This is an optimization exercise on Yosys and OpenROAD, whose aim is small area, not a production implementation.
In this exercise RTL edits were held to simulation tests only and were not proved equivalent to the original.
No activity file was given, so power comes from the tool's default toggle rates.

## indigo
// vga_renderer
module vga_renderer (
    input  wire        clk,
    input  wire        reset,
    input  wire [1:0]  edit_row,
    input  wire [1:0]  edit_col,
    input  wire        cell_locked,
    input  wire        sw0,
    input  wire        sw1,
    input  wire [63:0] matrix_a,
    input  wire [15:0] vector_v,
    input  wire        fsm_done,
    input  wire [7:0]  iteration_count,
    input  wire [15:0] v_old,
    input  wire [15:0] v_new,
    output wire        vga_hsync,
    output wire        vga_vsync,
    output wire [3:0]  vga_red,
    output wire [3:0]  vga_green,
    output wire [3:0]  vga_blue
);
clock: 20.0 ns
lec_check: 0
cap_margin: 10
core_margin: 2
core_utilization: 50
cts_buf_list: sky130_fd_sc_hd__clkbuf_8
gpl_timing_driven: 0
slew_margin: 10
standard.sh (not shown) runs the stock make flow with config.mk's settings and CLKGATE_MAP_FILE= SYNTH_SCRIPT=/design/flow/synth_recipe.tcl, a recipe that flattens the netlist after the stock synthesis.
==> flow/flow/run.sh <==
#!/bin/bash
# Standard ORFS layout with these changes, all aimed at cell area:
#  - synthesis maps the logic with an area-oriented ABC script
#    (flow/abc_area.script) instead of ORFS's speed script; everything before
#    ABC (so every register, its name and cell) is the standard synthesis's;
#  - no pass-through buffers in synthesis (SYNTH_INSBUF=0): the ports get
#    their buffers from buffer_ports, as in the standard flow, here buf_1;
#  - clock tree of clkbuf_8 without dummy loads.
# make's output (every tool's) goes to orfs_flow.log here; ORFS also keeps
# each step's log under orfs/logs.
set -euo pipefail
W=$(pwd)
S=$FLOW_HOME/scripts
# synth.tcl with only its ABC call changed to use our script
sed 's|log_cmd abc {\*}$abc_args|log_cmd abc -script '"$W"'/flow/abc_area.script {*}[lrange $abc_args 2 end]|' \
    $S/synth.tcl > $W/own_synth_core.tcl
grep -q "flow/abc_area.script" $W/own_synth_core.tcl
# The standard flow's synthesis script, sourcing that copy
sed 's|source $::env(SCRIPTS_DIR)/synth.tcl|source '"$W"'/own_synth_core.tcl|' \
    $W/synth_recipe.tcl > $W/own_synth.tcl
grep -q "own_synth_core.tcl" $W/own_synth.tcl
bash $W/standard.sh SYNTH_SCRIPT=$W/own_synth.tcl "BUFFER_PORTS_ARGS=-buffer_cell sky130_fd_sc_hd__buf_1" SYNTH_INSBUF=0 "CTS_ARGS=-sink_clustering_enable -repair_clock_nets -buf_list sky130_fd_sc_hd__clkbuf_8 -dont_use_dummy_load" finish > $W/orfs_flow.log 2>&1
==> flow/flow/abc_area.script <==
strash
&get -n
&st
&deepsyn -T 200
&put
dch -f
amap -F 200 -A 50 -m
strash
dch -f
amap -F 200 -A 50 -m
topo
Relative to indigo, the following input files were edited for harbor:
- a deleted GPL_TIMING_DRIVEN that had been 0
==> flow/flow/run.sh <==
#!/bin/bash
# Standard ORFS layout, except that synthesis maps the logic with an
# area-oriented ABC script (flow/abc_area.script) instead of ORFS's speed
# script. Everything before ABC (and so every register, its name and cell)
# is the standard synthesis's. Each tool's output goes to a log file here.
set -euo pipefail
W=$(pwd)
S=$FLOW_HOME/scripts
# synth.tcl with only its ABC call changed to use our script
sed 's|log_cmd abc {\*}$abc_args|log_cmd abc -script '"$W"'/flow/abc_area.script {*}[lrange $abc_args 2 end]|' \
    $S/synth.tcl > $W/own_synth_core.tcl
grep -q "flow/abc_area.script" $W/own_synth_core.tcl
# The standard flow's synthesis script, sourcing that copy
sed 's|source $::env(SCRIPTS_DIR)/synth.tcl|source '"$W"'/own_synth_core.tcl|' \
    $W/synth_recipe.tcl > $W/own_synth.tcl
grep -q "own_synth_core.tcl" $W/own_synth.tcl
bash $W/standard.sh SYNTH_SCRIPT=$W/own_synth.tcl "BUFFER_PORTS_ARGS=-buffer_cell sky130_fd_sc_hd__buf_1" SYNTH_INSBUF=0 finish > $W/orfs_flow.log 2>&1
==> flow/flow/abc_area.script <==
strash
&get -n
&st
&deepsyn -T 120
&put
dch -f
amap -F 200 -A 50 -m
topo
--- outcome ---
Between indigo and harbor, the depth of the worst hold-timing path does not differ in any meaningful way. In the reports for harbor and indigo, the smaller slew at the pin closest to its max-slew limit belongs to harbor. Against indigo, met3 layer wire length in the routed design in harbor rose by a few percent. The number of diodes reported for harbor is smaller than that of indigo by 1. Routed wire in harbor totals more than in indigo.
Edits applied to the flow inputs when going from harbor to garnet:
- CTS_BUF_LIST no longer set, was sky130_fd_sc_hd__clkbuf_8
- SLEW_MARGIN now 20, was 10
- CORE_UTILIZATION now 45, was 50
- CAP_MARGIN now 20, was 10
-- flow/flow/run.sh --
<<< harbor, line 15
    $W/synth_recipe.tcl > $W/own_synth.tcl
grep -q "own_synth_core.tcl" $W/own_synth.tcl
bash $W/standard.sh SYNTH_SCRIPT=$W/own_synth.tcl "BUFFER_PORTS_ARGS=-buffer_cell sky130_fd_sc_hd__buf_1" SYNTH_INSBUF=0 finish > $W/orfs_flow.log 2>&1
>>> garnet, line 15
    $W/synth_recipe.tcl > $W/own_synth.tcl
grep -q "own_synth_core.tcl" $W/own_synth.tcl
bash $W/standard.sh SYNTH_SCRIPT=$W/own_synth.tcl "BUFFER_PORTS_ARGS=-buffer_cell sky130_fd_sc_hd__buf_1" finish > $W/orfs_flow.log 2>&1
## What came out
garnet and harbor ended up with roughly the same multi-input gate area in the final layout.
Compared with harbor, the router placed fewer vias in garnet.
garnet: arrival time at the worst endpoint higher than harbor
Count of TritonRoute iterations in the first routing pass in garnet vs harbor: up 3
Taking harbor as the reference, in garnet average routed wire per standard cell climbed 0.79 µm, setup slack dropped 290 ps.
Heaviest power group = registers: harbor; heaviest power group = the clock network: garnet
## Diff of input files: juniper against garnet
- swapping 20 for 10 in CAP_MARGIN
- swapping 20 for 10 in SLEW_MARGIN
- putting GPL_TIMING_DRIVEN at 0 where nothing was set
- swapping 45 for 50 in CORE_UTILIZATION
- putting CTS_BUF_LIST at sky130_fd_sc_hd__clkbuf_8 where nothing was set
-- flow/flow/run.sh --
<<< garnet, line 15
    $W/synth_recipe.tcl > $W/own_synth.tcl
grep -q "own_synth_core.tcl" $W/own_synth.tcl
bash $W/standard.sh SYNTH_SCRIPT=$W/own_synth.tcl "BUFFER_PORTS_ARGS=-buffer_cell sky130_fd_sc_hd__buf_1" finish > $W/orfs_flow.log 2>&1
>>> juniper, line 15
    $W/synth_recipe.tcl > $W/own_synth.tcl
grep -q "own_synth_core.tcl" $W/own_synth.tcl
bash $W/standard.sh SYNTH_SCRIPT=$W/own_synth.tcl "BUFFER_PORTS_ARGS=-buffer_cell sky130_fd_sc_hd__buf_1" SYNTH_INSBUF=0 "CTS_ARGS=-sink_clustering_enable -repair_clock_nets -buf_list sky130_fd_sc_hd__clkbuf_8 -dont_use_dummy_load" finish > $W/orfs_flow.log 2>&1
==> run summary <==
- Status: sequential power parity (garnet, juniper)
- Number of signal-net buffers in the layout delta for juniper relative to garnet: 7 lower
- Of the two values seen for category of the critical setup timing path, input port to register was produced by garnet and register to register by juniper.
- Taking garnet as the reference, in juniper total global-route track usage moved up, total design power moved down, clock share of power moved down.
- juniper: area growth from synthesis to final layout is 1.2 points lower than what garnet reported.
- Both conditions hold for juniper: the flow ran to the end and the final layout passed the timing, design-rule and antenna checks.
- code[1] as the critical path endpoint was reported by garnet, and code[2] by juniper.
Relative to juniper, the following input files were edited for lagoon:
-- flow/flow/run.sh --
<<< juniper, line 1
#!/bin/bash
# Standard ORFS layout, except that synthesis maps the logic with an
# area-oriented ABC script (flow/abc_area.script) instead of ORFS's speed
# script. Everything before ABC (and so every register, its name and cell)
# is the standard synthesis's. Each tool's output goes to a log file here.
set -euo pipefail
W=$(pwd)
>>> lagoon, line 1
#!/bin/bash
# Standard ORFS layout with these changes, all aimed at cell area:
#  - synthesis maps the logic with an area-oriented ABC script
#    (flow/abc_area.script) instead of ORFS's speed script; everything before
#    ABC (so every register, its name and cell) is the standard synthesis's;
#  - no pass-through buffers in synthesis (SYNTH_INSBUF=0): the ports get
#    their buffers from buffer_ports, as in the standard flow, here buf_1;
#  - clock tree of clkbuf_8 without dummy loads.
# make's output (every tool's) goes to orfs_flow.log here; ORFS also keeps
# each step's log under orfs/logs.
set -euo pipefail
W=$(pwd)
Notes after the runs:
lagoon against juniper: count of clock-buffer cells in the layout now sits at about the same level; total internal power now sits at about the same level; total leakage power now sits at about the same level.
[inputs] tundra vs lagoon
- GPL_TIMING_DRIVEN no longer set, was 0
==> flow/flow/run.sh <==
#!/bin/bash
# Standard ORFS layout, except that synthesis maps the logic with an
# area-oriented ABC script (flow/abc_area.script) instead of ORFS's speed
# script. Everything before ABC (and so every register, its name and cell)
# is the standard synthesis's. Each tool's output goes to a log file here.
set -euo pipefail
W=$(pwd)
S=$FLOW_HOME/scripts
# synth.tcl with only its ABC call changed to use our script
sed 's|log_cmd abc {\*}$abc_args|log_cmd abc -script '"$W"'/flow/abc_area.script {*}[lrange $abc_args 2 end]|' \
    $S/synth.tcl > $W/own_synth_core.tcl
grep -q "flow/abc_area.script" $W/own_synth_core.tcl
# The standard flow's synthesis script, sourcing that copy
sed 's|source $::env(SCRIPTS_DIR)/synth.tcl|source '"$W"'/own_synth_core.tcl|' \
    $W/synth_recipe.tcl > $W/own_synth.tcl
grep -q "own_synth_core.tcl" $W/own_synth.tcl
bash $W/standard.sh SYNTH_SCRIPT=$W/own_synth.tcl "BUFFER_PORTS_ARGS=-buffer_cell sky130_fd_sc_hd__buf_1" finish > $W/orfs_flow.log 2>&1
--- outcome ---
Static leakage power was lower in the run labelled lagoon. Switching power deteriorates in tundra relative to lagoon. Depth of the critical timing path with buffers and inverters included, tundra vs lagoon: down by more than 10%. Looking at topmost layer with routed signal wires, the met4 result is from tundra; the met5 one comes from lagoon. Status: number of combinational gates with multiple inputs parity (lagoon, tundra). Against lagoon, tundra comes in 4.1 nW/µm² higher on ratio of total power to cell area.

-- what the ideal ports hide --
No port has a modelled driver above. Below, the same layouts with a new extraction and two added sets of constraints. Step 1 assumes that a clkbuf_16 drives the clock port and a buf_2 every other input. Step 2 also shifts input and output timing later by t, the mid clock arrival at the registers, as if the neighbouring blocks saw the same clock. a / b / c = ideal ports / drivers / drivers and shift; a / b = the first two.
run	t, ns	setup slack, ns	hold slack, ns
indigo	0.363	9.618 / 9.618 / 9.618	0.465 / 0.465 / 0.465
harbor	0.346	11.144 / 11.158 / 10.812	0.471 / 0.471 / 0.471
garnet	0.330	10.858 / 10.875 / 10.546	0.460 / 0.460 / 0.460
juniper	0.345	9.784 / 9.784 / 9.784	0.479 / 0.479 / 0.479
lagoon	0.345	9.784 / 9.784 / 9.784	0.479 / 0.479 / 0.479
tundra	0.340	11.055 / 11.073 / 10.733	0.470 / 0.470 / 0.470
After both steps every run listed still meets setup and hold. The setup slack of harbor, which loses most, moves by +0.014 ns with the drivers and by -0.332 ns with both steps.
